Context: an optimization exercise on an open-source flow, tuned for a short achievable clock period and few clock cycles. The choices shown serve that exercise and are no tape-out recipe. Function was checked by simulation only, so behaviour that the tests miss may differ from the original. Power and IR drop assume default switching activity.

==> config.mk <==
export PLATFORM = sky130hd
export DESIGN_NAME = top
export DESIGN_NICKNAME = top
export VERILOG_FILES = /design/flow/design.v
export SDC_FILE = /design/flow/constraint.sdc
export NUM_CORES = 8
export LEC_CHECK = 0
export CAP_MARGIN = 20
export CORE_MARGIN = 2
export CORE_UTILIZATION = 55
export CTS_CLUSTER_DIAMETER = 150
export CTS_CLUSTER_SIZE = 20
export PLACE_DENSITY = 0.7
export SLEW_MARGIN = 20
export SYNTH_HIERARCHICAL = 1
==> constraint.sdc <==
create_clock -name core_clock -period 13.0 [get_ports {clk}]
set_input_delay 2.6000 -clock core_clock [delete_from_list [all_inputs] [get_ports {clk}]]
set_output_delay 2.6000 -clock core_clock [all_outputs]
set_load 0.01 [all_outputs]
==> design.v <==
module top (
	input clk,     
	input rst_n,   
	output wire [31:0] imem_addr,
	input  wire [31:0] imem_rdata,
	output wire [31:0] dmem_addr,
	output wire [31:0] dmem_wdata,
	output wire        dmem_we,
	input  wire [31:0] dmem_rdata
);
reg  [29:0] pcF;                  
reg  [29:0] pcO;                  
reg  [31:0] irD;
reg  [29:0] pcD;
reg         predD;
reg         vD;
reg  [31:0] s1D, s2D;             
reg  [31:0] sxD;                  
reg  [4:0]  rxD;                  
reg         bzD;                  
reg         zpD;                  
reg  [31:0] aE, bE, sE;           
reg  [29:0] altE;
reg  [4:0]  rdE;
reg         wrE, lmE, brE, stE, ldE, eldE, mulE, predE;
reg         addE, subE, andE, orE, sltE, oneE;
reg  [2:0]  fa, ha, ga;           
reg  [2:0]  fb, hb, gb, kb;       
reg  [2:0]  fs;                   
reg  [31:0] resM, resMx;           
reg  [4:0]  rdM;
reg         wrM, ldM, mulM;
reg  [191:0] mulv;                
reg  [31:0] daddrM, dwdataM;
reg         dweM;
reg  [31:0] resW, resWx;           
reg  [4:0]  rdW;
reg         wrW;
reg  [31:0] rf [1:31];
reg  [31:1] zf;                   
reg  [31:1] of;                   
wire [31:0] insF = imem_rdata;
wire [29:0] pc1F;
wire [21:0] hiP1F, hiM1F;
wire [31:0] s1F, s2F;
pc_inc     u_pcinc (.pc(pcF), .pc1(pc1F), .hip1(hiP1F), .him1(hiM1F));
dec5       u_dec1  (.a(insF[19:15]), .y(s1F));
dec5       u_dec2  (.a(insF[24:20]), .y(s2F));
wire        r1zF = insF[19:15] == 5'd0;
wire        r2zF = insF[24:20] == 5'd0;
wire [4:0]  rxF  = r2zF ? insF[19:15] : insF[24:20];
wire        bzF  = (insF[6:0] == 7'b1100011) & (r1zF | r2zF);
wire [31:0] sxF;
dec5       u_decx  (.a(rxF), .y(sxF));
wire        zdD;                
wire        predF, cF, cO;
wire [7:0]  tloF, eloF, tloO, eloO;
wire        pc1c = &pcF[7:0];
fetch_pred u_fpred (.ins(insF), .zd(zdD), .rd(irD[11:7]), .pred(predF));
fetch_tgt  u_ftF (.ins(insF), .pclo(pcF[7:0]), .pc1lo(pc1F[7:0]), .stall(stallD),
                  .c(cF), .tlo(tloF), .elo(eloF));
fetch_tgt  u_ftO (.ins(insF), .pclo(pcF[7:0]), .pc1lo(pc1F[7:0]), .stall(stallD),
                  .c(cO), .tlo(tloO), .elo(eloO));
wire [21:0] t1F, t0F, nphF, t1O, t0O, nphO, ctF, ctO;
hi_prep u_hpF (.sgn(insF[31]), .stall(stallD), .pc1c(pc1c), .hi(pcF[29:8]),
               .hip1(hiP1F), .him1(hiM1F), .t1(t1F), .t0(t0F), .nph(nphF));
hi_prep u_hpO (.sgn(insF[31]), .stall(stallD), .pc1c(pc1c), .hi(pcF[29:8]),
               .hip1(hiP1F), .him1(hiM1F), .t1(t1O), .t0(t0O), .nph(nphO));
mux2w #(.W(22)) u_cF (.s(cF), .a(t1F), .b(t0F), .y(ctF));
mux2w #(.W(22)) u_cO (.s(cO), .a(t1O), .b(t0O), .y(ctO));
assign imem_addr = {pcO, 2'b00};
wire [6:0] opD  = irD[6:0];
wire [4:0] rdD  = irD[11:7];
wire [2:0] f3D  = irD[14:12];
wire [4:0] rs1D = irD[19:15];
wire [4:0] rs2D = irD[24:20];
wire [6:0] f7D  = irD[31:25];
wire ldD  = opD == 7'b0000011;
wire stD  = opD == 7'b0100011;
wire rD   = opD == 7'b0110011;
wire iD   = opD == 7'b0010011;
wire brD  = opD == 7'b1100011;
wire jalD = opD == 7'b1101111;
wire aluD = rD | iD;
wire wrD = (ldD | aluD | jalD) & (rdD != 5'd0);
wire u1D = ldD | stD | aluD | brD;
wire u2D = stD | rD | brD;
wire immUseD = ldD | stD | iD | jalD;
wire eldD = ldD & (rs1D == 5'd0) & ~stE & ~ldE;
wire nldD = ldD & ~eldD;
wire f3_0 = f3D == 3'b000;
wire subD = rD & f3_0 & f7D[5];
wire mulD = rD & f3_0 & ~f7D[5] & f7D[0];
wire addD = (iD & f3_0) | (rD & f3_0 & ~f7D[5] & ~f7D[0]) | nldD | stD | jalD;
wire sltD = aluD & (f3D == 3'b010);
wire orD  = aluD & (f3D == 3'b110);
wire andD = aluD & (f3D == 3'b111);
wire oneD = aluD & ~f3_0 & (f3D != 3'b010) & (f3D != 3'b110) & (f3D != 3'b111);
wire [31:0] immID = {{20{irD[31]}}, irD[31:20]};
wire [31:0] immSD = {{20{irD[31]}}, irD[31:25], irD[11:7]};
wire [29:0] immBD = {{20{irD[31]}}, irD[7], irD[30:25], irD[11:9]};
wire [29:0] immJD = {{12{irD[31]}}, irD[19:12], irD[20], irD[30:22]};
wire [29:0] pc1D  = pcD + 30'd1;
wire [31:0] immD  = jalD ? {pc1D, 2'b00} : stD ? immSD : immID;
wire [29:0] altD  = predD ? pc1D : pcD + immBD;
wire [29:0] tgtD  = pcD + immJD;
wire [32*32-1:0] rf_flat;
wire [31:0] rfr1, rfr2;
rf_read u_rd1 (.sel(s1D), .rf_flat(rf_flat), .y(rfr1));
rf_read u_rd2 (.sel(s2D), .rf_flat(rf_flat), .y(rfr2));
wire byp1 = wrW & (rdW == rs1D);
wire byp2 = wrW & (rdW == rs2D);
wire [31:0] rf1 = byp1 ? resWx : rfr1;
wire [31:0] rf2 = byp2 ? resWx : rfr2;
genvar g;
generate
	assign rf_flat[31:0] = 32'd0;
	for (g = 1; g < 32; g = g + 1) begin : rff
		assign rf_flat[32*g +: 32] = rf[g];
	end
endgenerate
wire        zfF = s1F[0] | (|(s1F[31:1] & zf));
wire        ofF = |(s1F[31:1] & of);
wire        im0F = insF[31:20] == 12'h000;
wire        im1F = insF[31:20] == 12'hfff;
wire        zsF = (im0F & zfF) | (im1F & ofF);
wire        hzF = (vD & wrD & (rdD == insF[19:15])) | (wrE & (rdE == insF[19:15])) |
                  (wrM & (rdM == insF[19:15])) | (wrW & (rdW == insF[19:15]));
assign zdD = vD & iD & f3_0 & wrD & zpD;
wire stallD = vD & lmE & ((u1D & (rs1D == rdE)) | (u2D & (rs2D == rdE)));
wire [2:0] fa_n, ha_n, ga_n, fb_n, hb_n, gb_n, kb_n, fs_n;
src_sel u_sfa (.use_(u1D), .rs(rs1D), .wrE(wrE), .rdE(rdE), .wrM(wrM), .rdM(rdM), .sel(fa_n));
src_sel u_sha (.use_(u1D), .rs(rs1D), .wrE(wrE), .rdE(rdE), .wrM(wrM), .rdM(rdM), .sel(ha_n));
src_sel u_sga (.use_(u1D), .rs(rs1D), .wrE(wrE), .rdE(rdE), .wrM(wrM), .rdM(rdM), .sel(ga_n));
src_sel u_sfb (.use_(u2D & ~immUseD), .rs(rs2D), .wrE(wrE), .rdE(rdE), .wrM(wrM), .rdM(rdM), .sel(fb_n));
src_sel u_shb (.use_(u2D & ~immUseD), .rs(rs2D), .wrE(wrE), .rdE(rdE), .wrM(wrM), .rdM(rdM), .sel(hb_n));
src_sel u_sgb (.use_(u2D & ~immUseD), .rs(rs2D), .wrE(wrE), .rdE(rdE), .wrM(wrM), .rdM(rdM), .sel(gb_n));
src_sel u_skb (.use_(u2D & ~immUseD), .rs(rs2D), .wrE(wrE), .rdE(rdE), .wrM(wrM), .rdM(rdM), .sel(kb_n));
src_sel u_sfs (.use_(stD), .rs(rs2D), .wrE(wrE), .rdE(rdE), .wrM(wrM), .rdM(rdM), .sel(fs_n));
wire [31:0] A, Ah, Am, B, Bh, S;
fwd3 u_fa  (.sm(fa[0]), .sw(fa[1]), .s0(fa[2]), .vm(resM), .vw(resW), .v0(aE), .y(A));
fwd3 u_fah (.sm(ha[0]), .sw(ha[1]), .s0(ha[2]), .vm(resMx), .vw(resWx), .v0(aE), .y(Ah));
fwd3 u_fam (.sm(ga[0]), .sw(ga[1]), .s0(ga[2]), .vm(resMx), .vw(resWx), .v0(aE), .y(Am));
fwd3 u_fb  (.sm(fb[0]), .sw(fb[1]), .s0(fb[2]), .vm(resM), .vw(resW), .v0(bE), .y(B));
fwd3 u_fbh (.sm(hb[0]), .sw(hb[1]), .s0(hb[2]), .vm(resMx), .vw(resWx), .v0(bE), .y(Bh));
fwd3 u_fs  (.sm(fs[0]), .sw(fs[1]), .s0(fs[2]), .vm(resMx), .vw(resWx), .v0(sE), .y(S));
wire [31:0] resE, sumE;
wire        zresE;
wire [31:0] aluE;
wire        zaluE;
alu_core u_alu (.a(A), .b(B), .ah(Ah), .bh(Bh),
                .op_add(addE), .op_sub(subE), .op_and(andE), .op_or(orE),
                .op_slt(sltE), .op_one(oneE),
                .res(aluE), .sum(sumE), .zero(zaluE));
wire [31:0] resEx;
res_or u_ro  (.alu(aluE), .ld(eldE), .rdata(dmem_rdata), .y(resE));
res_or u_rox (.alu(aluE), .ld(eldE), .rdata(dmem_rdata), .y(resEx));
wire [31:0] Aa, Ba, addrE;
wire        unused_ca;
fwd3 u_faa (.sm(fa[0]), .sw(fa[1]), .s0(fa[2]), .vm(resMx), .vw(resWx), .v0(aE), .y(Aa));
fwd3 u_fba (.sm(fb[0]), .sw(fb[1]), .s0(fb[2]), .vm(resMx), .vw(resWx), .v0(bE), .y(Ba));
ks_add32 u_addr (.a(Aa), .b(Ba), .cin(1'b0), .s(addrE), .cout(unused_ca));
assign zresE = zaluE;
wire unkE = sltE | lmE | eldE;
wire eqE    = Ah == Bh;
wire redirE = brE & (eqE != predE);
wire [31:0] Bml, Bmh;
wire [47:0] encl, ench;
fwd3 u_fbml (.sm(gb[0]), .sw(gb[1]), .s0(gb[2]), .vm(resMx), .vw(resWx), .v0(bE), .y(Bml));
fwd3 u_fbmh (.sm(kb[0]), .sw(kb[1]), .s0(kb[2]), .vm(resMx), .vw(resWx), .v0(bE), .y(Bmh));
booth_enc u_encl (.b(Bml), .e(encl));
booth_enc u_ench (.b(Bmh), .e(ench));
wire [191:0] mulvE;
mul_part1 u_mul1 (.a(Am), .el(encl), .eh(ench), .v(mulvE));
wire [31:0] mulres;
mul_part2 u_mul2 (.v(mulv), .p(mulres));
wire [31:0] resWn, resWxn;
w_sel u_ws  (.mul(mulM), .mulres(mulres), .ld(ldM), .rdata(dmem_rdata), .res(resMx), .y(resWn));
w_sel u_wsx (.mul(mulM), .mulres(mulres), .ld(ldM), .rdata(dmem_rdata), .res(resMx), .y(resWxn));
wire fromE = wrE & (rdE == rxD);
wire fromM = wrM & (rdM == rxD);
wire fromW = wrW & (rdW == rxD);
wire zresM, zW;
zero32 u_zm  (.x(resMx), .z(zresM));
zero32 u_zw  (.x(resWx), .z(zW));
wire oW;
zero32 u_ow  (.x(resWx ^ 32'd1), .z(oW));
wire zfx    = sxD[0] | (|(sxD[31:1] & zf));
wire zOth   = fromM ? zresM : fromW ? zW : zfx;
wire unkM   = fromM & (mulM | ldM);
wire unkD   = fromE ? unkE : unkM;
wire resolvD = vD & bzD & ~unkD;
wire redirBD;
wire bzsE   = vD & bzD & fromE & ~unkE;
wire bzearly = vD & bzD & ~fromE & ~unkM & (zOth ^ predD);
late_sel u_rbd (.s(bzsE), .late(zresE ^ predD), .early(bzearly), .y(redirBD));
wire redirJD = vD & jalD & ~predD;
wire redirD  = redirBD | redirJD;
wire takeX, takeF1, takeF2, takeO1, takeO2;
wire [29:0] npcF, npcO;
wire [29:0] xpc = redirE ? altE : jalD ? tgtD : altD;
wire tk_early = bzearly | redirJD;
take_calc u_tk  (.brE(brE), .eqE(eqE), .predE(predE), .bzsE(bzsE), .zE(zresE), .predD(predD),
                 .early(tk_early), .take(takeX));
take_calc u_tkf1 (.brE(brE), .eqE(eqE), .predE(predE), .bzsE(bzsE), .zE(zresE), .predD(predD),
                  .early(tk_early), .take(takeF1));
take_calc u_tkf2 (.brE(brE), .eqE(eqE), .predE(predE), .bzsE(bzsE), .zE(zresE), .predD(predD),
                  .early(tk_early), .take(takeF2));
take_calc u_tko1 (.brE(brE), .eqE(eqE), .predE(predE), .bzsE(bzsE), .zE(zresE), .predD(predD),
                  .early(tk_early), .take(takeO1));
take_calc u_tko2 (.brE(brE), .eqE(eqE), .predE(predE), .bzsE(bzsE), .zE(zresE), .predD(predD),
                  .early(tk_early), .take(takeO2));
wire [29:0] othF, othO;
wire [29:0] ordF = {nphF, eloF};
wire [29:0] ordO = {nphO, eloO};
mux2w #(.W(15)) u_othF1 (.s(takeF1), .a(xpc[14:0]),  .b(ordF[14:0]),  .y(othF[14:0]));
mux2w #(.W(15)) u_othF2 (.s(takeF2), .a(xpc[29:15]), .b(ordF[29:15]), .y(othF[29:15]));
mux2w #(.W(15)) u_othO1 (.s(takeO1), .a(xpc[14:0]),  .b(ordO[14:0]),  .y(othO[14:0]));
mux2w #(.W(15)) u_othO2 (.s(takeO2), .a(xpc[29:15]), .b(ordO[29:15]), .y(othO[29:15]));
wire tpF1, tpF2, tpO1, tpO2;
pred_tp u_tpF1 (.ins(insF), .stall(stallD), .zd(zdD), .rd(irD[11:7]), .take(takeF1), .tp(tpF1));
pred_tp u_tpF2 (.ins(insF), .stall(stallD), .zd(zdD), .rd(irD[11:7]), .take(takeF2), .tp(tpF2));
pred_tp u_tpO1 (.ins(insF), .stall(stallD), .zd(zdD), .rd(irD[11:7]), .take(takeO1), .tp(tpO1));
pred_tp u_tpO2 (.ins(insF), .stall(stallD), .zd(zdD), .rd(irD[11:7]), .take(takeO2), .tp(tpO2));
wire [29:0] tgtF = {ctF, tloF};
wire [29:0] tgtO = {ctO, tloO};
mux2w #(.W(15)) u_nF1 (.s(tpF1), .a(tgtF[14:0]),  .b(othF[14:0]),  .y(npcF[14:0]));
mux2w #(.W(15)) u_nF2 (.s(tpF2), .a(tgtF[29:15]), .b(othF[29:15]), .y(npcF[29:15]));
mux2w #(.W(15)) u_nO1 (.s(tpO1), .a(tgtO[14:0]),  .b(othO[14:0]),  .y(npcO[14:0]));
mux2w #(.W(15)) u_nO2 (.s(tpO2), .a(tgtO[29:15]), .b(othO[29:15]), .y(npcO[29:15]));
wire killD = ~vD | stallD | redirE;
always @(posedge clk or negedge rst_n) begin
	if (~rst_n) begin
		pcF <= 30'd0;
		pcO <= 30'd0;
		vD  <= 1'b0;
	end else begin
		pcF <= npcF;
		pcO <= npcO;
		vD  <= ~takeX & (vD | ~stallD);
	end
end
always @(posedge clk) begin
	if (~stallD) begin
		irD   <= insF;
		pcD   <= pcF;
		predD <= predF;
		s1D   <= s1F;
		s2D   <= s2F;
		sxD   <= sxF;
		rxD   <= rxF;
		bzD   <= bzF;
		zpD   <= zsF & ~hzF;
	end
end
always @(posedge clk or negedge rst_n) begin
	if (~rst_n) begin
		wrE <= 1'b0; lmE <= 1'b0; brE <= 1'b0; stE <= 1'b0;
		ldE <= 1'b0; eldE <= 1'b0; mulE <= 1'b0;
	end else begin
		wrE  <= wrD & ~killD;
		lmE  <= (nldD | mulD) & wrD & ~killD;
		brE  <= brD & ~resolvD & ~killD;
		stE  <= stD & ~killD;
		ldE  <= nldD & ~killD;
		eldE <= eldD & ~killD;
		mulE <= mulD & ~killD;
	end
end
always @(posedge clk) begin
	aE <= jalD ? 32'd0 : rf1;
	bE <= immUseD ? immD : rf2;
	sE <= rf2;
	altE <= altD;
	rdE <= rdD;
	predE <= predD;
	addE <= addD; subE <= subD; andE <= andD; orE <= orD;
	sltE <= sltD; oneE <= oneD;
	fa <= fa_n; ha <= ha_n; ga <= ga_n;
	fb <= fb_n; hb <= hb_n; gb <= gb_n; kb <= kb_n;
	fs <= fs_n;
end
always @(posedge clk or negedge rst_n) begin
	if (~rst_n) begin
		wrM <= 1'b0; ldM <= 1'b0; mulM <= 1'b0; dweM <= 1'b0;
		wrW <= 1'b0;
	end else begin
		wrM  <= wrE;
		ldM  <= ldE;
		mulM <= mulE;
		dweM <= stE;
		wrW  <= wrM;
	end
end
always @(posedge clk) begin
	resM  <= resE;
	resMx <= resEx;
	rdM  <= rdE;
	mulv <= mulvE;
	daddrM  <= eldD ? immID : addrE;
	dwdataM <= S;
	resW  <= resWn;
	resWx <= resWxn;
	rdW  <= rdM;
end
integer i;
always @(posedge clk or negedge rst_n) begin
	if (~rst_n) begin
		for (i = 1; i < 32; i = i + 1) rf[i] <= 32'd0;
		zf <= {31{1'b1}};
		of <= {31{1'b0}};
	end else if (wrW) begin
		rf[rdW] <= resWx;
		zf[rdW] <= zW;
		of[rdW] <= oW;
	end
end
assign dmem_addr  = daddrM;
assign dmem_wdata = dwdataM;
assign dmem_we    = dweM;
endmodule
module ks_pg (
	input  [31:0] a,
	input  [31:0] b,
	input         cin,
	output [31:0] g,
	output [31:0] p,      
	output [31:0] h       
);
wire [31:0] ab;
xorv #(.W(32)) u_h (.a(a), .b(b), .y(h));
andv #(.W(32)) u_g (.a(a), .b(b), .y(ab));
assign g = {ab[31:1], ab[0] | (h[0] & cin)};
assign p = {h[31:1], 1'b0};
endmodule
module xorv #(
	parameter W = 1
) (
	input  [W-1:0] a,
	input  [W-1:0] b,
	output [W-1:0] y
);
assign y = a ^ b;
endmodule
module andv #(
	parameter W = 1
) (
	input  [W-1:0] a,
	input  [W-1:0] b,
	output [W-1:0] y
);
assign y = a & b;
endmodule
module ks_lvl #(
	parameter D = 1
) (
	input  [31:0] gi,
	input  [31:0] pi,
	output [31:0] go,
	output [31:0] po
);
assign go = {gi[31:D] | (pi[31:D] & gi[31-D:0]), gi[D-1:0]};
assign po = {pi[31:D] & pi[31-D:0], pi[D-1:0]};
endmodule
module ks_sum (
	input  [31:0] h,
	input  [31:0] g,      
	input         cin,
	output [31:0] s,
	output        cout
);
assign s = h ^ {g[30:0], cin};
assign cout = g[31];
endmodule
module ks_add32 (
	input  [31:0] a,
	input  [31:0] b,
	input         cin,
	output [31:0] s,
	output        cout
);
wire [31:0] g0, p0, h, g1, p1, g2, p2, g3, p3, g4, p4, g5, p5;
ks_pg            u0 (.a(a), .b(b), .cin(cin), .g(g0), .p(p0), .h(h));
ks_lvl #(.D(1))  u1 (.gi(g0), .pi(p0), .go(g1), .po(p1));
ks_lvl #(.D(2))  u2 (.gi(g1), .pi(p1), .go(g2), .po(p2));
ks_lvl #(.D(4))  u3 (.gi(g2), .pi(p2), .go(g3), .po(p3));
ks_lvl #(.D(8))  u4 (.gi(g3), .pi(p3), .go(g4), .po(p4));
ks_lvl #(.D(16)) u5 (.gi(g4), .pi(p4), .go(g5), .po(p5));
ks_sum           u6 (.h(h), .g(g5), .cin(cin), .s(s), .cout(cout));
endmodule
module ks_add8 (
	input  [7:0] a,
	input  [7:0] b,
	output [7:0] s,
	output       cout
);
wire [7:0] h = a ^ b;
wire [7:0] g0 = a & b;
wire [7:0] p0 = {h[7:1], 1'b0};
wire [7:0] g1, p1, g2, p2, g3, p3;
ks_lvl8 #(.D(1)) u1 (.gi(g0), .pi(p0), .go(g1), .po(p1));
ks_lvl8 #(.D(2)) u2 (.gi(g1), .pi(p1), .go(g2), .po(p2));
ks_lvl8 #(.D(4)) u3 (.gi(g2), .pi(p2), .go(g3), .po(p3));
assign s = h ^ {g3[6:0], 1'b0};
assign cout = g3[7];
endmodule
module ks_lvl8 #(
	parameter D = 1
) (
	input  [7:0] gi,
	input  [7:0] pi,
	output [7:0] go,
	output [7:0] po
);
assign go = {gi[7:D] | (pi[7:D] & gi[7-D:0]), gi[D-1:0]};
assign po = {pi[7:D] & pi[7-D:0], pi[D-1:0]};
endmodule
module pc_inc (
	input  [29:0] pc,
	output [29:0] pc1,        
	output [21:0] hip1,       
	output [21:0] him1        
);
assign pc1  = pc + 30'd1;
assign hip1 = pc[29:8] + 22'd1;
assign him1 = pc[29:8] - 22'd1;
endmodule
module fetch_tgt (
	input  [31:0] ins,
	input  [7:0]  pclo,
	input  [7:0]  pc1lo,      
	input         stall,
	output        c,          
	output [7:0]  tlo,        
	output [7:0]  elo         
);
wire [7:0] sJ, sB;
wire       cJ, cB;
ks_add8 u_aj (.a(pclo), .b(ins[29:22]), .s(sJ), .cout(cJ));
ks_add8 u_ab (.a(pclo), .b({ins[29:25], ins[11:9]}), .s(sB), .cout(cB));
assign c   = ins[2] ? cJ : cB;
assign tlo = ins[2] ? sJ : sB;
assign elo = stall ? pclo : pc1lo;
endmodule
module fetch_pred (
	input  [31:0] ins,
	input         zd,         
	input  [4:0]  rd,
	output        pred
);
wire isjal = ins[6:0] == 7'b1101111;
wire isbr  = ins[6:0] == 7'b1100011;
wire sgn   = ins[31];
wire smallJ = (ins[30] == sgn) & (ins[20] == sgn) & (ins[19:12] == {8{sgn}});
wire smallB = (ins[30] == sgn) & (ins[7] == sgn);
wire zt;
zcmp u_zt (.rs1(ins[19:15]), .rs2(ins[24:20]), .rd(rd), .zd(zd), .y(zt));
assign pred = (isjal & smallJ) | (isbr & smallB & ((ins[19:15] == ins[24:20]) | sgn | zt));
endmodule
module pred_tp (
	input  [31:0] ins,
	input         stall,
	input         zd,
	input  [4:0]  rd,
	input         take,       
	output        tp
);
wire isjal = ins[6:0] == 7'b1101111;
wire isbr  = ins[6:0] == 7'b1100011;
wire sgn   = ins[31];
wire smallJ, smallB;
allsame #(.N(10)) u_sj (.x({ins[30], ins[20], ins[19:12]}), .s(sgn), .y(smallJ));
allsame #(.N(2))  u_sb (.x({ins[30], ins[7]}), .s(sgn), .y(smallB));
wire t_a = ~stall & ((isjal & smallJ) | (isbr & smallB & sgn));
wire t_b = ~stall & isbr & smallB;
wire eq, zt, p;
eq5 u_eq (.a(ins[19:15]), .b(ins[24:20]), .y(eq));
zcmp u_zt (.rs1(ins[19:15]), .rs2(ins[24:20]), .rd(rd), .zd(zd), .y(zt));
ao21 u_p (.a(t_b), .b(eq | zt), .c(t_a), .y(p));
andn2 u_tp (.a(p), .b(take), .y(tp));
endmodule
module allsame #(
	parameter N = 2
) (
	input  [N-1:0] x,
	input          s,
	output         y
);
assign y = &(~(x ^ {N{s}}));
endmodule
module andn2 (
	input  a,
	input  b,
	output y
);
assign y = a & ~b;
endmodule
module zcmp (
	input  [4:0] rs1,
	input  [4:0] rs2,
	input  [4:0] rd,
	input        zd,
	output       y
);
wire e, z;
eq5   u_e (.a(rs1), .b(rd), .y(e));
zero5 u_z (.a(rs2), .y(z));
assign y = zd & e & z;
endmodule
module zero5 (
	input  [4:0] a,
	output       y
);
assign y = ~(a[0] | a[1] | a[2] | a[3] | a[4]);
endmodule
module eq5 (
	input  [4:0] a,
	input  [4:0] b,
	output       y
);
assign y = a == b;
endmodule
module ao21 (
	input  a,
	input  b,
	input  c,
	output y
);
assign y = (a & b) | c;
endmodule
module hi_prep (
	input         sgn,
	input         stall,
	input         pc1c,       
	input  [21:0] hi,
	input  [21:0] hip1,
	input  [21:0] him1,
	output [21:0] t1,
	output [21:0] t0,
	output [21:0] nph
);
assign nph = (~stall & pc1c) ? hip1 : hi;
assign t1  = sgn ? hi : hip1;
assign t0  = sgn ? him1 : hi;
endmodule
module mux2w #(
	parameter W = 1
) (
	input          s,
	input  [W-1:0] a,
	input  [W-1:0] b,
	output [W-1:0] y
);
assign y = s ? a : b;
endmodule
module pc_next (
	input         take,
	input  [29:0] xpc,
	input  [29:0] fpc,
	output [29:0] npc
);
assign npc = take ? xpc : fpc;
endmodule
module rf_read (
	input  [31:0]      sel,
	input  [32*32-1:0] rf_flat,
	output [31:0]      y
);
reg [31:0] acc;
integer i;
always @(*) begin
	acc = 32'd0;
	for (i = 0; i < 32; i = i + 1)
		acc = acc | ({32{sel[i]}} & rf_flat[32*i +: 32]);
end
assign y = acc;
endmodule
module dec5 (
	input  [4:0]  a,
	output [31:0] y
);
assign y = 32'd1 << a;
endmodule
module fwd3 #(
	parameter W = 32
) (
	input          sm, sw, s0,
	input  [W-1:0] vm, vw, v0,
	output [W-1:0] y
);
wire [W-1:0] nm, nw, n0;
nand2v #(.W(W)) u_m (.a({W{sm}}), .b(vm), .y(nm));
nand2v #(.W(W)) u_w (.a({W{sw}}), .b(vw), .y(nw));
nand2v #(.W(W)) u_0 (.a({W{s0}}), .b(v0), .y(n0));
nand3v #(.W(W)) u_y (.a(nm), .b(nw), .c(n0), .y(y));
endmodule
module nand2v #(
	parameter W = 1
) (
	input  [W-1:0] a,
	input  [W-1:0] b,
	output [W-1:0] y
);
assign y = ~(a & b);
endmodule
module nand3v #(
	parameter W = 1
) (
	input  [W-1:0] a,
	input  [W-1:0] b,
	input  [W-1:0] c,
	output [W-1:0] y
);
assign y = ~(a & b & c);
endmodule
module late_sel (
	input  s,
	input  late,
	input  early,
	output y
);
assign y = s ? late : early;
endmodule
module src_sel (
	input        use_,
	input  [4:0] rs,
	input        wrE,
	input  [4:0] rdE,
	input        wrM,
	input  [4:0] rdM,
	output [2:0] sel
);
wire m = use_ & wrE & (rdE == rs);
wire w = use_ & wrM & (rdM == rs) & ~m;
assign sel = {~m & ~w, w, m};
endmodule
module take_calc (
	input  brE, eqE, predE,
	input  bzsE, zE, predD,
	input  early,
	output take
);
assign take = (brE & (eqE ^ predE)) | (bzsE ? (zE ^ predD) : early);
endmodule
module res_or (
	input  [31:0] alu,
	input         ld,
	input  [31:0] rdata,
	output [31:0] y
);
assign y = alu | ({32{ld}} & rdata);
endmodule
module w_sel (
	input         mul,
	input  [31:0] mulres,
	input         ld,
	input  [31:0] rdata,
	input  [31:0] res,
	output [31:0] y
);
assign y = mul ? mulres : ld ? rdata : res;
endmodule
module csa_level #(
	parameter N_IN = 3
) (
	input  [32*N_IN-1:0] din,
	output [32*(N_IN-N_IN/3)-1:0] dout
);
localparam G = N_IN / 3;
localparam R = N_IN - 3*G;
genvar g;
generate
	for (g = 0; g < G; g = g + 1) begin : grp
		wire [31:0] x = din[32*(3*g)   +: 32];
		wire [31:0] y = din[32*(3*g+1) +: 32];
		wire [31:0] z = din[32*(3*g+2) +: 32];
		wire [31:0] m = (x & y) | (x & z) | (y & z);
		assign dout[32*(2*g)   +: 32] = x ^ y ^ z;
		assign dout[32*(2*g+1) +: 32] = {m[30:0], 1'b0};
	end
	for (g = 0; g < R; g = g + 1) begin : rest
		assign dout[32*(2*G+g) +: 32] = din[32*(3*G+g) +: 32];
	end
endgenerate
endmodule
module alu_core (
	input  [31:0] a,              
	input  [31:0] b,
	input  [31:0] ah,             
	input  [31:0] bh,
	input         op_add, op_sub, op_and, op_or, op_slt, op_one,
	output [31:0] res,
	output [31:0] sum,
	output        zero
);
wire [31:0] diff;
wire        nborrow, unused;
ks_add32 u_add (.a(a), .b(b), .cin(1'b0), .s(sum), .cout(unused));
ks_add32 u_sub (.a(ah), .b(~bh), .cin(1'b1), .s(diff), .cout(nborrow));
assign res = ({32{op_add}} & sum)
           | ({32{op_sub}} & diff)
           | ({32{op_and}} & (ah & bh))
           | ({32{op_or}}  & (ah | bh))
           | {31'd0, (op_slt & ~nborrow) | op_one};
wire zadd = (ah ^ bh) == {ah[30:0] | bh[30:0], 1'b0};
assign zero = (op_add & zadd) | (op_sub & (ah == bh)) | (op_and & ((ah & bh) == 32'd0))
            | (op_or & ((ah | bh) == 32'd0));
endmodule
module zero_sum (
	input  [31:0] a,
	input  [31:0] b,
	output        z
);
assign z = (a ^ b) == {a[30:0] | b[30:0], 1'b0};
endmodule
module zero32 (
	input  [31:0] x,
	output        z
);
assign z = x == 32'd0;
endmodule
module booth_enc (
	input  [31:0] b,
	output [47:0] e
);
wire [32:0] bx = {b, 1'b0};
genvar k;
generate
	for (k = 0; k < 16; k = k + 1) begin : dg
		wire x2 = bx[2*k+2];
		wire x1 = bx[2*k+1];
		wire x0 = bx[2*k];
		assign e[k]      = x1 ^ x0;
		assign e[16 + k] = (x2 & ~x1 & ~x0) | (~x2 & x1 & x0);
		assign e[32 + k] = x2 & ~(x1 & x0);
	end
endgenerate
endmodule
module mul_part1 (
	input  [31:0]  a,
	input  [47:0]  el,
	input  [47:0]  eh,
	output [191:0] v
);
wire [32*17-1:0] pp;
wire [31:0] a2 = {a[30:0], 1'b0};
genvar k;
generate
	for (k = 0; k < 16; k = k + 1) begin : ppg
		wire [31:0] one = {{16{eh[k]}}, {16{el[k]}}};
		wire [31:0] two = {{16{eh[16 + k]}}, {16{el[16 + k]}}};
		wire [31:0] neg = {{16{eh[32 + k]}}, {16{el[32 + k]}}};
		wire [31:0] mag = (one & a) | (two & a2);
		wire [31:0] p   = mag ^ neg;
		assign pp[32*k +: 32] = p << (2*k);
	end
endgenerate
wire [31:0] corr;
generate
	for (k = 0; k < 16; k = k + 1) begin : cg
		assign corr[2*k]   = el[32 + k];
		assign corr[2*k+1] = 1'b0;
	end
endgenerate
assign pp[32*16 +: 32] = corr;
wire [32*12-1:0] l1;
wire [32*8-1:0]  l2;
csa_level #(.N_IN(17)) c1 (.din(pp), .dout(l1));
csa_level #(.N_IN(12)) c2 (.din(l1), .dout(l2));
csa_level #(.N_IN(8))  c3 (.din(l2), .dout(v));
endmodule
module mul_part2 (
	input  [191:0] v,
	output [31:0]  p
);
wire [32*4-1:0] m1;
wire [32*3-1:0] m2;
wire [32*2-1:0] m3;
wire unused;
csa_level #(.N_IN(6)) c4 (.din(v), .dout(m1));
csa_level #(.N_IN(4)) c5 (.din(m1), .dout(m2));
csa_level #(.N_IN(3)) c6 (.din(m2), .dout(m3));
ks_add32 u_add (.a(m3[31:0]), .b(m3[63:32]), .cin(1'b0), .s(p), .cout(unused));
endmodule
==> flow/run.sh <==
#!/bin/bash
# The standard layout (standard.sh, all steps) with two changes to how
# it is made: the port buffers are buf_8 cells, and the setup repair aims for
# slack beyond the clock period so that the achieved period shrinks.
set -euo pipefail
bash standard.sh SETUP_SLACK_MARGIN=9.2 "BUFFER_PORTS_ARGS=-buffer_cell sky130_fd_sc_hd__buf_8" > standard_make.log 2>&1
==> standard.sh <==
#!/bin/bash
# synth_recipe.tcl (not shown) runs the flow's synth.tcl, then flattens the netlist and writes it again
# the make line also repeats each setting of config.mk as NAME=value (left out here)
make -C /OpenROAD-flow-scripts/flow DESIGN_CONFIG=/design/flow/config.mk WORK_HOME=/design/flow/orfs CLKGATE_MAP_FILE= SYNTH_SCRIPT=/design/flow/synth_recipe.tcl "${@:-finish}"
==> impl_metrics.csv, run 1 <==
group,metric,value,unit
timing,period_needed,4.043,ns
worst_hold_path,worst_hold_path.num_cells,0,
timing,setup_viol,0,
timing,max_clock_freq,0.2473,GHz
grt,grt_usage,0.4197,
synth,syn_area_per_cell,10.42,sq um
worst_setup_path,critPathMaxStageDelay,0.46,ns
timing,finalHoldViolCount,0,
cts,cts_sinks,1849,
final_layout,utilization,0.6111,
worst_setup_path,critPathSlowestCell,"dfrtp_1",
timing,maxSlewViolCount,0,
floorplanning,start_util,0.5531,
pwr,peakVddDrop,575.3,uV
final_layout,fillers,18370,
pwr,cellLeakagePower,65.56,nW
placed_design,dpl.cell_count,14620,
timing,finalSetupTns,0,ns
timing,slew_headroom,0.2234,
route,routedWlPerCell,33.62,um
worst_setup_path,cpLargestDelayFamily,"flip-flops",
timing,max_slew.worst_pin.slew,1.165,ns
outcome,status,"no timing/DRC/antenna violations",
final_layout,layout-drive-gt1-share,0.2555,
route,routed_wirelength,508300,um
worst_setup_path,crit_buf_inv,1,
worst_hold_path,hp-class,"reg -> reg",
route,drtPass1Iterations,20,
worst_setup_path,timing.setup.critical_path_class,"reg -> out",
final_layout,syn2layout_area_growth,10.49,%
worst_setup_path,rr_worst_depth,15,
placed_design,portBuffers,160,
synth,synth_area,0.1257,sq mm
grt,grt_max_degree,150,
route,vias,105600,
cts,clockBufferDepth,3,
floorplanning,rows,175,
worst_setup_path,ff2ff_setup_slack,8.98,ns
route,ant_nets,0,
cts,clk_latency,0.91,ns
cts,clkTransAtPathRegs,0.10,ns
floorplanning,die_w,482.1,um
timing,fin_worst_skew,0.1183,ns
floorplanning,fp.dieH,482.1,um
cts,numCtsBuffers,102,
worst_setup_path,end_kind,"output pin",
worst_setup_path,arrival,1.44,ns
route,via_per_inst,6.985,
grt,antenna_found_initial,76,
grt,grt_pass1_vias,102000,
synth,yosysWarnings,9,
worst_setup_path,critical_path.startpoint_type,"flop",
floorplanning,pin_count,163,
worst_setup_path,path_max_fanout,1,
synth,netlist_instances,12060,
cts,root_buffer,"clkbuf_16",
worst_setup_path,worst_ep_required_time,10.40,ns
route,drc_errors,0,
final_layout,finish.net_count,12690,
grt,grt_overflow,0,
floorplanning,core,0.2273,sq mm
worst_setup_path,crit_chain,"buf_8",
final_layout,fin_cells,15120,
timing,hold_ws,0.3591,ns
run,max-cap-violations,0,
pwr,power_density,169.2,mW/mm^2
timing,rsz0062_at_grt,"true",
grt,grt_pass1_wl,711300,um
worst_hold_path,worstHoldEndpoint,"mulM$_DFF_PN0_",
cts,htreeDepth,3,
placed_design,place_congestion,1.050,
timing,period_share,0.3110,
worst_hold_path,min_from,"mulE$_DFF_PN0_",
placed_design,dp_hpwl,324100,um
floorplanning,die-area,0.2324,sq mm
route,drtIter0Drc,17710,
worst_setup_path,rr_startpoint,"bE[18]$_DFF_P_",
worst_setup_path,r2r_end,"pcF[5]$_DFF_PN0_",
cts,cts_tree,"built",
cells in the final DEF (no fill, tap or decap), types with 72 or more instances in the layout:
cell type     n
clkbuf_16   121
conb_1      345
dfrtp_1    1091
a21o_1      659
ha_4         72
buf_8       156
buf_4       357
xnor2_1     439
mux2i_1     112
dfxtp_2     143
nand2_1    1203
edfxtp_1    166
mux2_2     1145
dfxtp_1     371
a22oi_1    1279
o21ai_0     117
or4_1        74
inv_1        73
nand4_1     342
ha_1         93
xor2_1      426
mux2_4      263
and2_1      499
nand3_1     322
nor2_1      280
fa_1        440
worst max path at each step:
stage,startpoint,to,slack (ns),cells past startpoint
2_1_floorplan,irD[20]$_DFFE_PN_,pcF[10]$_DFF_PN0_,8.39,13
3_3_place_gp,imem_rdata[31],pcF[27]$_DFF_PN0_,7.65,8
3_5_place_dp,imem_rdata[31],pcF[27]$_DFF_PN0_,7.71,8
4_1_cts,pcO[20]$_DFF_PN0_,imem_addr[22],8.93,1
5_1_grt,pcO[11]$_DFF_PN0_,imem_addr[13],8.94,1
6_report,pcO[20]$_DFF_PN0_,imem_addr[22],8.96,1
report_power, final:
part           leakage (nW)  internal (mW)  switching (mW)
Clock                  1.42           1.50            2.10
Sequential             22.2           6.15           0.475
Combinational          42.0           5.85            7.43
per-layer routing:
layer / track usage / wire length [um]
met2: 0.5958 / 209600
met5: 0.008374 / 855
met3: 0.1684 / 70710
met4: 0.3241 / 48890
met1: 0.5066 / 178200
cell type report:
cell class | count | area [sq um] | share of cell area
multi-input cells | 9260 | 78670 | 0.5664
flip-flops and latches | 1849 | 44700 | 0.3219
repair buffers | 663 | 8178 | 0.05888
well taps | 3009 | 3765 | 0.02711
clock buffers | 168 | 2810 | 0.02023
inverters | 108 | 417.9 | 0.003009
clock inverters | 9 | 202.7 | 0.001459
diodes | 56 | 140.1 | 0.001009
repair_timing:
action,in CTS,in global routing
buffers inserted,105,106
resized for setup,660,382
endpoints found under the hold margin,0,0
pin swaps,107,210
hold buffers,0,0
endpoints found under the setup margin,909,591
gates cloned,37,22
state kept, by name, summed over array words and instances, names as in the netlist, 31 cells and up:
signal,flops
mulv,192
resW,32
of,31
bE,32
zf,31
daddrM,32
resM,32
sE,32
resMx,32
rf,992
sxD,32
irD,32
aE,32
s2D,32
s1D,32
resWx,32
dwdataM,32
metrics by stage:
stage | setup WS, ns | area (sq um) | power [mW]
after floorplan | 8.387 | 127100 | 14.87
after global placement | 7.645 | 127600 | 16.76
after detailed placement | 7.707 | 127600 | 16.82
after CTS | 8.930 | 135500 | 22.05
after global routing | 8.941 | 138800 | 24.39
final | 8.957 | 138900 | 23.50
Testbench counts, summed over its fixed seeds: cycles 19,925.
==> run 2, diff against run 1 <==
--- a/design.v
+++ b/design.v
@@ -674,8 +674,11 @@
 		wire [31:0] x = din[32*(3*g)   +: 32];
 		wire [31:0] y = din[32*(3*g+1) +: 32];
 		wire [31:0] z = din[32*(3*g+2) +: 32];
-		wire [31:0] m = (x & y) | (x & z) | (y & z);
-		assign dout[32*(2*g)   +: 32] = x ^ y ^ z;
+		wire [31:0] t, s, m;
+		xorv #(.W(32)) u_t (.a(x), .b(y), .y(t));
+		xorv #(.W(32)) u_s (.a(t), .b(z), .y(s));
+		csa_carry      u_m (.x(x), .y(y), .t(t), .z(z), .m(m));
+		assign dout[32*(2*g)   +: 32] = s;
 		assign dout[32*(2*g+1) +: 32] = {m[30:0], 1'b0};
 	end
 	for (g = 0; g < R; g = g + 1) begin : rest
@@ -683,6 +686,15 @@
 	end
 endgenerate
 endmodule
+module csa_carry (
+	input  [31:0] x,
+	input  [31:0] y,
+	input  [31:0] t,
+	input  [31:0] z,
+	output [31:0] m
+);
+assign m = (x & y) | (t & z);
+endmodule
 module alu_core (
 	input  [31:0] a,              
 	input  [31:0] b,
==> flow/run.sh (replaced) <==
#!/bin/bash
# The standard layout (standard.sh) with three changes to how it is made:
# the port buffers are buf_8 cells; after placement each output port's buffer
# is moved next to the flip-flop driving it (the long wire to the pin is then
# driven by the buffer); and the setup repair aims for slack beyond the clock
# period so that the achieved period shrinks.
set -euo pipefail
ARGS=(SETUP_SLACK_MARGIN=9.2 "BUFFER_PORTS_ARGS=-buffer_cell sky130_fd_sc_hd__buf_8")
bash standard.sh "${ARGS[@]}" place > standard_place.log 2>&1
RES_DIR=orfs/results/sky130hd/top/base openroad -no_init -exit flow/move_run.tcl > move_outbuf.log 2>&1
bash standard.sh "${ARGS[@]}" > standard_finish.log 2>&1
==> flow/move_outbuf.tcl (new file) <==
# Move each output port's buffer next to the flip-flop that drives it, then
# legalize: the long wire to the pin is then driven by the buffer.
set block [ord::get_db_block]
set n 0
foreach term [$block getBTerms] {
  if { [$term getIoType] != "OUTPUT" } { continue }
  set net [$term getNet]
  foreach it [$net getITerms] {
    if { ![$it isOutputSignal] } { continue }
    set buf [$it getInst]
    foreach bit [$buf getITerms] {
      if { ![$bit isInputSignal] } { continue }
      set inet [$bit getNet]
      if { $inet == "NULL" } { continue }
      foreach dit [$inet getITerms] {
        if { ![$dit isOutputSignal] } { continue }
        set drv [$dit getInst]
        set loc [$drv getLocation]
        $buf setLocation [lindex $loc 0] [lindex $loc 1]
        incr n
      }
    }
  }
}
puts "moved $n output buffers"
==> flow/move_run.tcl (new file) <==
# after placement: move each output port's buffer next to the flip-flop
# that drives it (see move_outbuf.tcl), legalize, and write the placement back
set r $::env(RES_DIR)
read_db $r/3_place.odb
source [file dirname [info script]]/move_outbuf.tcl
detailed_placement
check_placement
write_db $r/3_place.odb
==> run 2 against run 1 <==
Effect of this change:
- core utilization increased by 0.30 points
- critical path type unchanged
- still clean on timing, DRC and antenna
- clock-buffer cell count is 13 lower
- clock power is 1% lower
==> impl_metrics.csv, run 2 <==
group,metric,value,unit
worst_setup_path,crit_buf_inv,1,
floorplanning,fp.dieH,487.5,um
floorplanning,pin_count,163,
run,max-cap-violations,0,
grt,grt_pass1_vias,105600,
route,ant_nets,0,
timing,period_needed,4.028,ns
cts,cts_sinks,1849,
synth,netlist_instances,12940,
pwr,power_density,201.3,mW/mm^2
grt,grt_overflow,0,
route,drc_errors,0,
timing,period_share,0.3099,
route,drtIter0Drc,16620,
worst_hold_path,hp-class,"reg -> reg",
timing,hold_ws,0.3576,ns
worst_setup_path,worst_ep_required_time,10.40,ns
final_layout,largest_reg_flops,992,
worst_setup_path,cpLargestDelayFamily,"flip-flops",
grt,grt_usage,0.4108,
floorplanning,rows,177,
worst_setup_path,path_max_fanout,1,
timing,maxSlewViolCount,0,
pwr,peakVddDrop,771.3,uV
synth,synth_area,0.1286,sq mm
final_layout,final_common_cell,"xor2_1",
cts,clkTransAtPathRegs,0.10,ns
placed_design,portBuffers,160,
final_layout,finish.net_count,13340,
timing,rsz0062_at_grt,"true",
floorplanning,die_w,487.5,um
cts,htreeDepth,3,
placed_design,dp_slack,7.443,ns
placed_design,detailed_place.area,0.1313,sq mm
route,via_per_inst,6.799,
worst_setup_path,critPathMaxStageDelay,0.41,ns
timing,fin_worst_skew,0.07995,ns
grt,antenna_found_initial,66,
worst_setup_path,critical_path.startpoint_type,"flop",
timing,max_clock_freq,0.2483,GHz
timing,finalSetupTns,0,ns
cts,numCtsBuffers,102,
placed_design,place_congestion,1.089,
synth,yosysWarnings,9,
route,routedWlPerCell,32.08,um
final_layout,syn2layout_area_growth,11.05,%
final_layout,layout-drive-gt1-share,0.2409,
timing,worst_slack,8.972,ns
placed_design,dp_hpwl,341900,um
timing,slew_headroom,0.1920,
floorplanning,die-area,0.2377,sq mm
worst_setup_path,critPathSlowestCell,"dfrtp_1",
worst_setup_path,crit_chain,"buf_8",
worst_setup_path,timing.setup.critical_path_class,"reg -> out",
grt,grt_max_degree,202,
pwr,cellLeakagePower,69.79,nW
route,vias,110500,
final_layout,regMostFlops,"rf",
route,routed_wirelength,521200,um
cts,cts_hold_buf,0,
final_layout,top_regs,"rf: 992 flops, mulv: 192 flops",
synth,syn_area_per_cell,9.941,sq um
worst_setup_path,arrival,1.43,ns
floorplanning,start_util,0.5530,
final_layout,design_area,0.1428,sq mm
cts,cts_tree,"built",
timing,setup_viol,0,
final_layout,final_cell_mix,"xor2_1, a22oi_1, nand2_1",
worst_setup_path,end_kind,"output pin",
route,drtPass1Iterations,15,
grt,grt_pass1_wl,722600,um
cts,root_buffer,"clkbuf_16",
cts,clk_latency,0.88,ns
timing,finalHoldViolCount,0,
floorplanning,core,0.2325,sq mm
pwr,power,28.74,mW
timing,max_slew.worst_pin.slew,1.209,ns
outcome,status,"no timing/DRC/antenna violations",
cts,clockBufferDepth,3,
run 2: metal layers:
| layer | vias up | GRT usage | wire, um |
|---|---|---|---|
| li1 | 46130 | - | - |
| met3 | 2139 | 0.1476 | 67310 |
| met2 | 7773 | 0.6007 | 216700 |
| met1 | 54380 | 0.5024 | 189400 |
| met4 | 44 | 0.2856 | 46990 |
| met5 | - | 0.006940 | 800 |
run 2: metrics by stage:
stage,instances,utilization
3_3_place_gp,15740,0.5648
5_1_grt,16220,0.6138
4_1_cts,16030,0.5955
3_5_place_dp,15740,0.5648
6_report,16250,0.6141
2_1_floorplan,13480,-
run 2: timing repair:
item                       4_1_cts  5_1_grt
setup endpoints to repair      978      539
cloned                          23       29
pin swaps                       80      224
gates resized for setup        570      499
setup buffers                  103      133
run 2: path summary, 6_finish.rpt:
| check | start | endpoint | slack [ns] | depth (start not counted) |
|---|---|---|---|---|
| worst max-delay path | pcO[6]$_DFF_PN0_ | imem_addr[8] | 8.97 | 1 |
| worst min-delay path | mulE$_DFF_PN0_ | mulM$_DFF_PN0_ | 0.36 | 0 |
| worst max register to register | mulv[25]$_DFF_P_ | resW[30]$_DFF_P_ | 9.02 | 17 |
| worst min register to register | mulE$_DFF_PN0_ | mulM$_DFF_PN0_ | 0.36 | 0 |
| max in group asynchronous | rst_n | rf[21][9]$_DFFE_PN0P_ | 9.50 | 4 |
| min in group asynchronous | rst_n | rf[5][23]$_DFFE_PN0P_ | 1.67 | 1 |
run 2: where the power goes:
group          switching, mW  internal [mW]  leakage, nW
logic                   10.8           7.70         46.2
registers              0.541           6.18         22.1
clock network           2.08           1.48         1.39
total                   13.4           15.4         69.8
run 2: layout make-up:
cell class	instances	area [sq um]
antenna	49	122.6
clock buffer	155	2761
clock inverter	9	156.4
fill	19030	89740
inverter	109	426.7
multi-input combinational	10350	82500
sequential	1849	44690
tap	3043	3807
timing repair buffer	687	8330
Testbench counts of run 2, summed over its fixed seeds: cycles 19,925.
==> run 3, diff against run 2 <==
--- a/design.v
+++ b/design.v
@@ -486,7 +486,26 @@
 	input          s,
 	output         y
 );
-assign y = &(~(x ^ {N{s}}));
+wire [N-1:0] e;
+xnorv #(.W(N)) u_e (.a(x), .b({N{s}}), .y(e));
+andall #(.N(N)) u_a (.x(e), .y(y));
+endmodule
+module xnorv #(
+	parameter W = 1
+) (
+	input  [W-1:0] a,
+	input  [W-1:0] b,
+	output [W-1:0] y
+);
+assign y = ~(a ^ b);
+endmodule
+module andall #(
+	parameter N = 2
+) (
+	input  [N-1:0] x,
+	output         y
+);
+assign y = &x;
 endmodule
 module andn2 (
 	input  a,
==> run 3 against run 2 <==
Effect of this change:
- design area up 1.2%
- still clean on timing, DRC and antenna
- synthesized cell count is 0.19% higher
- die area up 0.23%
- power is 2.3% higher
- clock skew up 0.012 ns
- non-clock buffer count is 60 higher
- first-iteration DRC count fell by 3.3%
- core utilization rose by 0.69 points
- via count increased by 0.80%
- synthesized area up 0.23%
- sequential cell count did not move
==> impl_metrics.csv, run 3 <==
group,metric,value,unit
final_layout,final_cell_mix,"xor2_1, a22oi_1, nand2_1",
worst_setup_path,cpLargestDelayFamily,"simple AND/OR/NAND/NOR gates",
timing,rsz0062_at_grt,"true",
final_layout,layout-drive-gt1-share,0.2466,
timing,finalHoldViolCount,0,
cts,cts_tree,"built",
cts,clockBufferDepth,3,
final_layout,finish.net_count,13430,
placed_design,dp_hpwl,340200,um
route,vias,111400,
final_layout,fillers,18950,
cts,root_buffer,"clkbuf_16",
grt,grt_pass1_wl,743500,um
floorplanning,die_w,488.1,um
final_layout,syn2layout_area_growth,12.14,%
worst_setup_path,end_kind,"flop",
route,routedWlPerCell,32.19,um
cts,cts_sinks,1849,
timing,hold_ws,0.3569,ns
timing,period_needed,4.172,ns
outcome,status,"no timing/DRC/antenna violations",
pwr,peakVddDrop,640.4,uV
worst_setup_path,critPathMaxStageDelay,0.30,ns
route,drtIter0Drc,16080,
worst_setup_path,worst_path_most_repeated_cell,"clkbuf_16",
timing,finalSetupTns,0,ns
floorplanning,die-area,0.2382,sq mm
final_layout,largest_reg_flops,992,
final_layout,regMostFlops,"rf",
worst_setup_path,arrival,4.88,ns
route,drtPass1Iterations,17,
cts,htreeDepth,3,
worst_setup_path,critical_path.startpoint_type,"input port",
worst_setup_path,path_max_fanout,8,
route,via_per_inst,6.788,
timing,maxSlewViolCount,0,
worst_setup_path,critPathSlowestCell,"mux2_4",
cts,numCtsBuffers,103,
grt,antenna_found_initial,60,
final_layout,top_regs,"rf: 992 flops, mulv: 192 flops",
floorplanning,rows,177,
timing,slew_headroom,0.2612,
final_layout,final_common_cell,"xor2_1",
worst_setup_path,worst_ep_required_time,13.70,ns
synth,synth_area,0.1289,sq mm
worst_hold_path,hp-class,"reg -> reg",
grt,grt_max_degree,179,
grt,grt_pass1_vias,106700,
worst_setup_path,crit_chain,"buf_16 -> clkbuf_16 -> xnor2_1 -> nand4_1 -> nor3_2 -> nand3_1 -> a211oi_2 -> a21o_1 -> nor2b_4 -> clkbuf_16 -> mux2_4",
cts,clk_latency,0.89,ns
grt,grt_overflow,0,
route,ant_nets,0,
timing,max_clock_freq,0.2397,GHz
floorplanning,core,0.2328,sq mm
placed_design,portBuffers,160,
timing,max_slew.worst_pin.slew,1.107,ns
pwr,power_density,203.4,mW/mm^2
timing,setup_viol,0,
cts,cts_hold_buf,0,
route,routed_wirelength,528100,um
pwr,cellLeakagePower,70.66,nW
cts,clkTransAtPathRegs,0.09,ns
floorplanning,start_util,0.5537,
route,drc_errors,0,
grt,grt_usage,0.4253,
synth,syn_area_per_cell,9.945,sq um
worst_setup_path,crit_buf_inv,3,
synth,yosysWarnings,9,
timing,period_share,0.3209,
placed_design,place_congestion,1.051,
floorplanning,fp.dieH,488.1,um
timing,fin_worst_skew,0.09148,ns
floorplanning,pin_count,163,
synth,netlist_instances,12960,
worst_setup_path,timing.setup.critical_path_class,"in -> reg",
run,max-cap-violations,0,
run 3: cell type report:
class,instances,area (sq um),share of cell area
Timing Repair Buffer,747,9336,0.06460
Multi-Input combinational cell,10370,83040,0.5746
Antenna cell,25,62.56,0.0004329
Inverter,109,437.9,0.003030
Tap cell,3132,3919,0.02711
Clock buffer,159,2809,0.01943
Sequential cell,1849,44700,0.3093
Clock inverter,10,221.5,0.001532
run 3: power by group:
group	internal [mW]	switching, mW
registers	6.18	0.554
clock network	1.52	2.12
logic	7.92	11.1
run 3: layer usage:
metal	routed length, um	up-vias	track usage
met5	516	-	0.002858
met4	45570	58	0.2891
li1	-	46300	-
met3	72130	2130	0.1596
met2	216900	7911	0.6118
met1	193000	54950	0.5271
run 3: repair_timing:
item	in CTS	in global routing
setup buffers	154	139
pin swaps	118	243
gates resized for setup	771	362
gates cloned	60	6
endpoints found under the setup margin	794	596
run 3: per-stage QoR:
step	power, mW	cells	setup WS, ns	util	area (sq um)
floorplan	17.00	13500	8.387	-	131000
global placement	20.29	15850	6.609	0.5659	131700
detailed placement	20.41	15850	6.660	0.5660	131700
CTS	25.85	16230	8.978	0.6072	141300
global route	30.29	16390	8.833	0.6208	144500
finish	29.40	16400	8.828	0.6209	144500
run 3: path summary, 6_finish.rpt:
path | end | startpoint | cells past startpoint | slack [ns]
setup / recovery | pcO[28]$_DFF_PN0_ | imem_rdata[31] | 11 | 8.83
hold / removal | mulM$_DFF_PN0_ | mulE$_DFF_PN0_ | 0 | 0.36
setup reg to reg | pcF[7]$_DFF_PN0_ | aE[14]$_SDFF_PP0_ | 15 | 8.94
hold reg to reg | mulM$_DFF_PN0_ | mulE$_DFF_PN0_ | 0 | 0.36
max in group asynchronous | rf[23][18]$_DFFE_PN0P_ | rst_n | 3 | 9.49
min in group asynchronous | rf[17][3]$_DFFE_PN0P_ | rst_n | 1 | 1.69
Testbench counts of run 3, summed over its fixed seeds: cycles 19,925.
==> run 4, diff against run 3 <==
--- a/flow/run.sh
+++ b/flow/run.sh
@@ -5,7 +5,7 @@
 # driven by the buffer); and the setup repair aims for slack beyond the clock
 # period so that the achieved period shrinks.
 set -euo pipefail
-ARGS=(SETUP_SLACK_MARGIN=9.2 "BUFFER_PORTS_ARGS=-buffer_cell sky130_fd_sc_hd__buf_8")
+ARGS=(SETUP_SLACK_MARGIN=9.45 "BUFFER_PORTS_ARGS=-buffer_cell sky130_fd_sc_hd__buf_8")
 bash standard.sh "${ARGS[@]}" place > standard_place.log 2>&1
 RES_DIR=orfs/results/sky130hd/top/base openroad -no_init -exit flow/move_run.tcl > move_outbuf.log 2>&1
 bash standard.sh "${ARGS[@]}" > standard_finish.log 2>&1
==> run 4 against run 3 <==
Effect of this change:
- sequential cell count did not move
- largest power group unchanged
- register-to-register slack improved by 0.08 ns
- combinational power rose by 17%
- design area rose by 1.8%
- global-route usage rose by 0.38 points
- non-clock buffer count rose by 120
- synthesized area did not move
- first-iteration DRC count rose by 6.1%
- maximum frequency rose by 4.1%
- die area did not move
==> impl_metrics.csv, run 4 <==
group,metric,value,unit
pwr,p_switching,14.90,mW
grt,antenna_found_initial,71,
timing,period_share,0.3082,
floorplanning,die_w,488.1,um
synth,yosysWarnings,9,
final_layout,finish.net_count,13550,
floorplanning,start_util,0.5537,
final_layout,multi_input_comb_area,0.08431,sq mm
worst_setup_path,cpLargestDelayFamily,"simple AND/OR/NAND/NOR gates",
cts,cts_sinks,1849,
route,ant_nets,0,
grt,grt_usage,0.4291,
synth,synth_area,0.1289,sq mm
outcome,status,"no timing/DRC/antenna violations",
worst_setup_path,path_max_fanout,15,
route,vias,112300,
worst_setup_path,rr_worst_depth,16,
worst_hold_path,hp-class,"reg -> reg",
floorplanning,die-area,0.2382,sq mm
timing,maxSlewViolCount,0,
cts,clkTransAtPathRegs,0.11,ns
final_layout,largest_reg_flops,992,
placed_design,portBuffers,160,
grt,grt_max_degree,172,
timing,slew_headroom,0.05071,
cts,htreeDepth,3,
worst_setup_path,critical_path.startpoint_type,"input port",
route,via_per_inst,6.788,
route,routed_wirelength,538800,um
timing,setup_viol,0,
cts,root_buffer,"clkbuf_16",
timing,max_clock_freq,0.2496,GHz
pwr,power,32.60,mW
final_layout,design_area,0.1471,sq mm
pwr,internal-power,17.70,mW
timing,fin_worst_skew,0.07712,ns
pwr,power_density,221.6,mW/mm^2
worst_setup_path,end_kind,"flop",
floorplanning,pin_count,163,
cts,clk_latency,0.88,ns
worst_setup_path,timing.setup.critical_path_class,"in -> reg",
grt,grt_pass1_wl,748200,um
final_layout,top_regs,"rf: 992 flops, mulv: 192 flops",
final_layout,utilization,0.6319,
timing,finalSetupTns,0,ns
grt,grt_overflow,0,
pwr,combPwrFrac,0.682,
final_layout,layout-drive-gt1-share,0.2666,
floorplanning,rows,177,
final_layout,ff_latch_area,0.04472,sq mm
worst_setup_path,crit_chain,"buf_16 -> buf_8 -> xnor2_1 -> nand4_1 -> nor3_2 -> nand3_1 -> a211oi_2 -> a21o_1 -> nor2b_4 -> buf_12 -> mux2_2",
route,drc_errors,0,
cts,numCtsBuffers,103,
route,drtPass1Iterations,16,
pwr,cellLeakagePower,71.73,nW
worst_setup_path,arrival,4.73,ns
grt,grt_pass1_vias,107500,
floorplanning,fp.dieH,488.1,um
route,routedWlPerCell,32.57,um
route,drtIter0Drc,17070,
run,max-cap-violations,0,
worst_hold_path,worst_hold_path.num_cells,0,
final_layout,final_common_cell,"a22oi_1",
final_layout,final_cell_mix,"a22oi_1, xor2_1, nand2_1",
worst_setup_path,path_depth,11,
synth,syn_area_per_cell,9.945,sq um
placed_design,dp_hpwl,343300,um
placed_design,place_congestion,1.049,
synth,netlist_instances,12960,
final_layout,fillers,18670,
pwr,peakVddDrop,1175,uV
worst_setup_path,crit_buf_inv,3,
timing,period_needed,4.006,ns
pwr,clkPwrFrac,0.111,
final_layout,regMostFlops,"rf",
pwr,seq_power_share,0.206,
cts,cts_tree,"built",
worst_setup_path,worst_ep_required_time,13.73,ns
worst_setup_path,critPathMaxStageDelay,0.35,ns
cts,cts_hold_buf,0,
timing,finalHoldViolCount,0,
worst_setup_path,critPathSlowestCell,"mux2_2",
timing,rsz0062_at_grt,"true",
final_layout,syn2layout_area_growth,14.12,%
placed_design,detailed_place.area,0.1318,sq mm
timing,max_slew.worst_pin.slew,1.409,ns
pwr,switching_share,0.4571,
cts,clockBufferDepth,3,
floorplanning,core,0.2328,sq mm
run 4: per-layer routing:
metal / vias to the layer above / GRT usage / part of all wire
met5: - / 0.004899 / 0.0011
met4: 50 / 0.3069 / 0.090
met3: 2262 / 0.1663 / 0.13
met2: 7991 / 0.6200 / 0.41
met1: 55440 / 0.5202 / 0.36
li1: 46550 / - / -
run 4: worst paths after layout:
check                                from                    end  slack [ns]
setup / recovery           imem_rdata[20]      pcF[17]$_DFF_PN0_        8.99
hold / removal             mulE$_DFF_PN0_         mulM$_DFF_PN0_        0.37
setup reg to reg            hb[2]$_DFF_P_      pcO[28]$_DFF_PN0_        9.02
hold reg to reg            mulE$_DFF_PN0_         mulM$_DFF_PN0_        0.37
max in group asynchronous           rst_n   rf[6][9]$_DFFE_PN0P_        9.66
min in group asynchronous           rst_n  rf[24][3]$_DFFE_PN0P_        1.67
run 4: power by group through the flow:
stage / Clock [mW] / Sequential [mW] / Combinational [mW]
6_report: 3.63 / 6.72 / 22.2
3_3_place_gp: 0 / 6.78 / 13.6
2_1_floorplan: 0 / 6.58 / 10.4
3_5_place_dp: 0 / 6.79 / 13.6
5_1_grt: 3.85 / 6.76 / 22.9
4_1_cts: 3.63 / 6.68 / 18.5
run 4: through the flow:
step	setup slack (ns)	cells	hold slack (ns)
6_report	8.994	16540	0.3664
5_1_grt	8.873	16520	0.3805
4_1_cts	9.005	16350	0.3644
3_5_place_dp	7.435	15870	0.3395
3_3_place_gp	7.511	15860	0.3329
2_1_floorplan	8.387	13500	0.3312
run 4: cell type report:
class | instances | share of cell area
inverters | 109 | 0.002884
diodes | 30 | 0.0005104
repair buffers | 867 | 0.07208
well taps | 3132 | 0.02664
clock inverters | 9 | 0.001114
flip-flops and latches | 1849 | 0.3041
multi-input cells | 10370 | 0.5732
clock buffers | 174 | 0.01948
run 4: repair_timing:
action                     4_1_cts  5_1_grt
gates cloned                    56       16
setup buffers                  248      143
setup endpoints to repair     1011      716
resized for setup              956      466
pin swaps                      280      292
==> run 5, diff against run 4 <==
--- a/design.v
+++ b/design.v
@@ -467,16 +467,18 @@
 );
 wire isjal = ins[6:0] == 7'b1101111;
 wire isbr  = ins[6:0] == 7'b1100011;
-wire sgn   = ins[31];
-wire smallJ, smallB;
-allsame #(.N(10)) u_sj (.x({ins[30], ins[20], ins[19:12]}), .s(sgn), .y(smallJ));
-allsame #(.N(2))  u_sb (.x({ins[30], ins[7]}), .s(sgn), .y(smallB));
-wire t_a = ~stall & ((isjal & smallJ) | (isbr & smallB & sgn));
-wire t_b = ~stall & isbr & smallB;
-wire eq, zt, p;
+wire j1, j0, b1, b0;      
+andall #(.N(10)) u_j1 (.x({ins[30], ins[20], ins[19:12]}), .y(j1));
+andall #(.N(10)) u_j0 (.x(~{ins[30], ins[20], ins[19:12]}), .y(j0));
+andall #(.N(2))  u_b1 (.x({ins[30], ins[7]}), .y(b1));
+andall #(.N(2))  u_b0 (.x(~{ins[30], ins[7]}), .y(b0));
+wire p1 = ~stall & ((isjal & j1) | (isbr & b1));
+wire eq, zt, p0;
 eq5 u_eq (.a(ins[19:15]), .b(ins[24:20]), .y(eq));
 zcmp u_zt (.rs1(ins[19:15]), .rs2(ins[24:20]), .rd(rd), .zd(zd), .y(zt));
-ao21 u_p (.a(t_b), .b(eq | zt), .c(t_a), .y(p));
+ao21 u_p0 (.a(~stall & isbr & b0), .b(eq | zt), .c(~stall & isjal & j0), .y(p0));
+wire p;
+mux2w #(.W(1)) u_p (.s(ins[31]), .a(p1), .b(p0), .y(p));
 andn2 u_tp (.a(p), .b(take), .y(tp));
 endmodule
 module allsame #(
==> run 5 against run 4 <==
Effect of this change:
- still clean on timing, DRC and antenna
- combinational power fell by 5%
- design area fell by 0.38%
- sequential share of layout area rose by 0.091 points
- clock-buffer cell count fell by 17
- clock power fell by 1%
- largest power group unchanged
- highest routed layer unchanged
==> impl_metrics.csv, run 5 <==
group,metric,value,unit
floorplanning,rows,177,
floorplanning,pin_count,163,
route,routed_wirelength,540000,um
floorplanning,die-area,0.2375,sq mm
cts,cts_sinks,1849,
timing,slew_headroom,0.2730,
synth,netlist_instances,12980,
cts,root_buffer,"clkbuf_16",
route,drtPass1Iterations,22,
cts,clkTransAtPathRegs,0.10,ns
pwr,internal-power,17.01,mW
timing,period_needed,4.035,ns
route,vias,113700,
worst_setup_path,timing.setup.critical_path_class,"in -> reg",
worst_setup_path,critPathLaunch,"imem_rdata[22]",
cts,htreeDepth,3,
final_layout,design_area,0.1465,sq mm
outcome,status,"no timing/DRC/antenna violations",
grt,grt_pass1_wl,747200,um
floorplanning,fp.dieH,487.3,um
final_layout,utilization,0.6301,
pwr,power_density,215.2,mW/mm^2
route,drtIter0Drc,17500,
grt,grt_usage,0.4276,
timing,setup_viol,0,
pwr,clkPwrFrac,0.114,
final_layout,syn2layout_area_growth,14.05,%
grt,grt_max_degree,120,
final_layout,final_cell_mix,"a22oi_1, xor2_1, mux2_2",
worst_setup_path,path_max_fanout,8,
pwr,seq_power_share,0.213,
worst_setup_path,rr_startpoint,"bE[18]$_DFF_P_",
worst_setup_path,arrival,4.77,ns
grt,antenna_found_initial,69,
worst_setup_path,worst_ep_required_time,13.73,ns
synth,yosysWarnings,9,
worst_hold_path,hp-class,"reg -> reg",
route,via_per_inst,6.872,
route,routedWlPerCell,32.64,um
timing,fin_worst_skew,0.09540,ns
cts,cts_tree,"built",
timing,max_slew.worst_pin.slew,1.088,ns
final_layout,regMostFlops,"rf",
pwr,power,31.53,mW
floorplanning,die_w,487.3,um
cts,clk_latency,0.87,ns
grt,grt_overflow,0,
final_layout,final_common_cell,"a22oi_1",
synth,synth_area,0.1285,sq mm
pwr,p_switching,14.52,mW
cts,numCtsBuffers,102,
run,max-cap-violations,0,
cts,clockBufferDepth,3,
timing,finalHoldViolCount,0,
placed_design,dp_hpwl,348600,um
pwr,peakVddDrop,1276,uV
worst_setup_path,critical_path.startpoint_type,"input port",
cts,cts_hold_buf,0,
timing,maxSlewViolCount,0,
floorplanning,start_util,0.5525,
grt,grt_pass1_vias,107800,
floorplanning,core,0.2325,sq mm
placed_design,portBuffers,160,
final_layout,layout-drive-gt1-share,0.2695,
pwr,cellLeakagePower,71.65,nW
timing,rsz0062_at_grt,"true",
placed_design,place_congestion,1.076,
timing,period_share,0.3104,
route,ant_nets,0,
worst_setup_path,end_kind,"flop",
timing,max_clock_freq,0.2478,GHz
==> run 5: critical path, stage by stage <==
cell and delay [ns]:
buf_16 0.11, buf_8 0.13, or4_4 0.42, nor2_2 0.09, and3_1 0.19, or2_4 0.13
a21o_1 0.12, mux2_4 0.17, nor2b_4 0.27, buf_12 0.20, mux2_2 0.34
==> run 5: cell type report <==
class	count	area, sq um	area share
multi-input combinational	10350	83850	0.5723
inverter	149	600.6	0.004099
timing repair buffer	922	10460	0.07139
tap	3043	3807	0.02599
clock inverter	7	155.1	0.001059
clock buffer	157	2800	0.01911
sequential	1849	44690	0.3050
antenna	65	162.7	0.001110
==> run 5: timing repair <==
action | 4_1_cts | 5_1_grt
endpoints found under the setup margin | 1343 | 859
gates resized for setup | 892 | 536
setup buffers | 247 | 204
pin swaps | 261 | 298
gates cloned | 35 | 24
==> run 5: metrics by stage <==
stage          instances  hold WS [ns]  worst slack, ns
3_5_place_dp       15800        0.3371            7.778
5_1_grt            16510        0.3821            8.915
2_1_floorplan      13520        0.3312            8.115
4_1_cts            16250        0.3560            8.967
6_report           16540        0.3610            8.965
3_3_place_gp       15800        0.3326            7.851
==> run 5: worst paths after layout <==
path	endpoint	slack [ns]	cells past startpoint
max	pcO[29]$_DFF_PN0_	8.96	11
min	mulM$_DFF_PN0_	0.36	0
max reg2reg	pcO[29]$_DFF_PN0_	8.98	14
min reg2reg	mulM$_DFF_PN0_	0.36	0
max in group asynchronous	dweM$_DFF_PN0_	9.71	3
min in group asynchronous	rf[9][2]$_DFFE_PN0P_	1.67	1
==> run 5: power by group through the flow <==
stage	Combinational (mW)	Sequential (mW)	Clock [mW]
after floorplan	10.3	6.57	0
after global placement	13.2	6.79	0
after detailed placement	13.3	6.80	0
after CTS	18.1	6.68	3.57
after global routing	21.8	6.77	3.77
final	21.2	6.73	3.58
==> run 5: routing by layer <==
| metal | up-vias | part of all wire | global-route usage | wire, um |
|---|---|---|---|---|
| met5 | - | 0.0019 | 0.01653 | 1036 |
| met2 | 8377 | 0.42 | 0.6275 | 225100 |
| met1 | 56190 | 0.36 | 0.5171 | 195100 |
| li1 | 46650 | - | - | - |
| met3 | 2403 | 0.13 | 0.1639 | 71560 |
| met4 | 65 | 0.087 | 0.2883 | 47250 |
Testbench counts of run 5, summed over its fixed seeds: cycles 19,925.
